From an optimization exercise on the open Yosys and OpenROAD flow, aimed at small area; shortcuts taken in it are not production practice.
RTL that was checked went through simulation tests only; none was proved equivalent to the original.
The clock port is modelled as an ideal driver, which makes a skipped or thinned clock tree look cheaper than it is; a real chip needs a root buffer or a tree.
No activity file was given, so power comes from the tool's default toggle rates.

ember:
==> flow/design.v <==
module BP(
  clk,
  rst_n,
  in_valid,
  guy,
  in0,
  in1,
  in2,
  in3,
  in4,
  in5,
  in6,
  in7,
  out_valid,
  out
);
input             clk, rst_n;
input             in_valid;
input       [2:0] guy;
input       [1:0] in0, in1, in2, in3, in4, in5, in6, in7;
output            out_valid;
output      [1:0] out;
localparam NS = 71;
reg  [6:0] c;
reg  [NS-1:0] s;
reg  [2:0] f [0:30];
reg  [4:0] k;
reg  [2:0] lane;
reg        skip;
reg  [2:0] tgt;
wire idle  = ~|c;
wire start = idle & in_valid;
wire ob    = |in0;
wire ty    = ~&{in0[1], in1[1], in2[1], in3[1], in4[1], in5[1], in6[1], in7[1]};
wire g1 = ~&in1, g2 = ~&in2, g3 = ~&in3, g4 = ~&in4, g5 = ~&in5, g6 = ~&in6, g7 = ~&in7;
wire [2:0] q = {g4|g5|g6|g7, g2|g3|g6|g7, g1|g3|g5|g7};
wire push  = in_valid & ob;
wire fill  = ~in_valid & |k[2:0];
wire win   = c[6] & |c[5:0];
wire ne    = lane != tgt;
wire gt    = tgt > lane;
wire m     = s[NS-1] & ~skip;
wire j     = m & s[NS-2];
wire pop   = win & m;
wire sh    = start | push | fill | pop;
integer i;
always @(*)
  case (k[4:3])
    2'd1: tgt = f[6];
    2'd2: tgt = f[14];
    2'd3: tgt = f[22];
    default: tgt = f[30];
  endcase
assign out_valid = win;
assign out = ~win ? 2'b00 : ne ? (gt ? 2'b01 : 2'b10) : {j, j};
always @(posedge clk or negedge rst_n) begin
  if (!rst_n) c <= 7'd0;
  else if (start) c <= 7'd58;
  else if (!idle && !in_valid) c <= c + 7'd1;
end
always @(posedge clk) begin
  s <= {s[NS-2:1], s[0] | (in_valid & ob), ob & ty};
  skip <= pop;
  if (start) k <= 5'd1;
  else if (push | fill) k <= k + 5'd1;
  if (start | push) f[0] <= start ? guy : q;
  if (sh) for (i = 1; i < 31; i = i + 1) f[i] <= f[i-1];
  if (start) lane <= guy;
  else if (win & ne) lane <= gt ? lane + 3'd1 : lane - 3'd1;
end
endmodule
==> flow/config.mk <==
export PLATFORM = sky130hd
export DESIGN_NAME = BP
export DESIGN_NICKNAME = BP
export VERILOG_FILES = /design/flow/design.v
export SDC_FILE = /design/flow/constraint.sdc
export NUM_CORES = 4
export LEC_CHECK = 0
export CAP_MARGIN = 0
export CORE_MARGIN = 2
export CORE_UTILIZATION = 70
export SLEW_MARGIN = 0
==> flow/constraint.sdc <==
create_clock -name core_clock -period 8.0 [get_ports {clk}]
set_input_delay 1.6000 -clock core_clock [delete_from_list [all_inputs] [get_ports {clk}]]
set_output_delay 1.6000 -clock core_clock [all_outputs]
set_load 0.01 [all_outputs]
standard.sh (not shown) runs the stock make flow with config.mk's settings and CLKGATE_MAP_FILE= SYNTH_SCRIPT=/design/flow/synth_recipe.tcl, a recipe that flattens the netlist after the stock synthesis.
==> flow/flow/run.sh <==
#!/bin/bash
# Standard ORFS layout (the standard.sh), with two changes:
#  - after CTS, flow/clocktree.tcl rebuilds the clock tree: one root buffer
#    and one leaf buffer per cluster of about CT_SINKS flip-flops;
#  - port buffers of the smallest buffer cell.
set -euo pipefail
export CTS_ARGS="-sink_clustering_enable -repair_clock_nets -dont_use_dummy_load -buf_list sky130_fd_sc_hd__clkbuf_8"
export POST_CTS_TCL="$(pwd)/flow/clocktree.tcl"
export CT_LEAF=sky130_fd_sc_hd__clkbuf_8
export CT_ROOT=sky130_fd_sc_hd__clkbuf_4
export CT_SINKS=18
export BUFFER_PORTS_ARGS="-buffer_cell sky130_fd_sc_hd__buf_1"
bash standard.sh > standard.log 2>&1
Other scripts of this flow, unchanged in this note and not shown: flow/flow/clocktree.tcl
ember did not stop at any stage, and its layout met the timing, DRC and antenna checks.
#### Input delta (willow over ember)
--- a/flow/design.v
+++ b/flow/design.v
@@ -55,8 +55,8 @@
 assign out = ~win ? 2'b00 : ne ? (gt ? 2'b01 : 2'b10) : {j, j};
 always @(posedge clk or negedge rst_n) begin
   if (!rst_n) c <= 7'd0;
-  else if (start) c <= 7'd58;
-  else if (!idle && !in_valid) c <= c + 7'd1;
+  else if (in_valid) c <= 7'd58;
+  else c <= c + {6'd0, ~idle};
 end
 always @(posedge clk) begin
   s <= {s[NS-2:1], s[0] | (in_valid & ob), ob & ty};
--- outcome ---
- Comparing ember with willow, the required time of the critical path came out essentially unchanged.
- willow vs ember: switching power of the nets down in willow
- Relative to ember, net count after synthesis decreased by 6 in willow.
- Multi-input logic cell count (higher): ember
- [compare] base=ember new=willow: worst-case reg-to-reg path depth decreased by 2 relative to the old numbers, flip-flop and latch share of the layout cell area decreased by 0.28 points relative to the old numbers, largest clock skew in the final design closely matched the old numbers, final critical-path share of the clock period increased by 1.2 points relative to the old numbers, via count increased by about 0.5% relative to the old numbers.
- The multi-input gate share of total cell area in willow sits 0.57 points above the value recorded for ember.
No functional check of the RTL was part of willow. In every run of this note, the design's own scripts or RTL, not TritonCTS, make the clock network.

port drivers added, routing unchanged:
The results above use ideal ports. As a check the final layouts listed here were re-extracted and re-timed, cells and wires unchanged.
Step 1 (the two cells are an assumption about what drives the block):
set clk [get_ports {clk}]
set_driving_cell -lib_cell sky130_fd_sc_hd__clkbuf_16 $clk
set_driving_cell -lib_cell sky130_fd_sc_hd__buf_2 [delete_from_list [all_inputs] $clk]
Step 2 moves the port delays by t, midway between the first and last clock arrival at a register: inputs arrive t later, outputs are due t later. That takes back most of the time a late clock gives input paths.
Slacks: no drivers / after step 1 / after step 2; pairs: no drivers / after step 1.
run | shift t [ns] | setup WS [ns] | hold WS [ns] | worst setup path at the end | slew at the worst register clock pin (ns)
ember | 0.511 | 3.816 / 3.788 / 4.226 | 0.331 / 0.331 / 0.331 | input to register | 0.11 / 0.11
willow | 0.528 | 3.720 / 3.693 / 3.988 | 0.329 / 0.329 / 0.329 | input to register | 0.11 / 0.11
After both steps setup and hold are still met in every run listed.
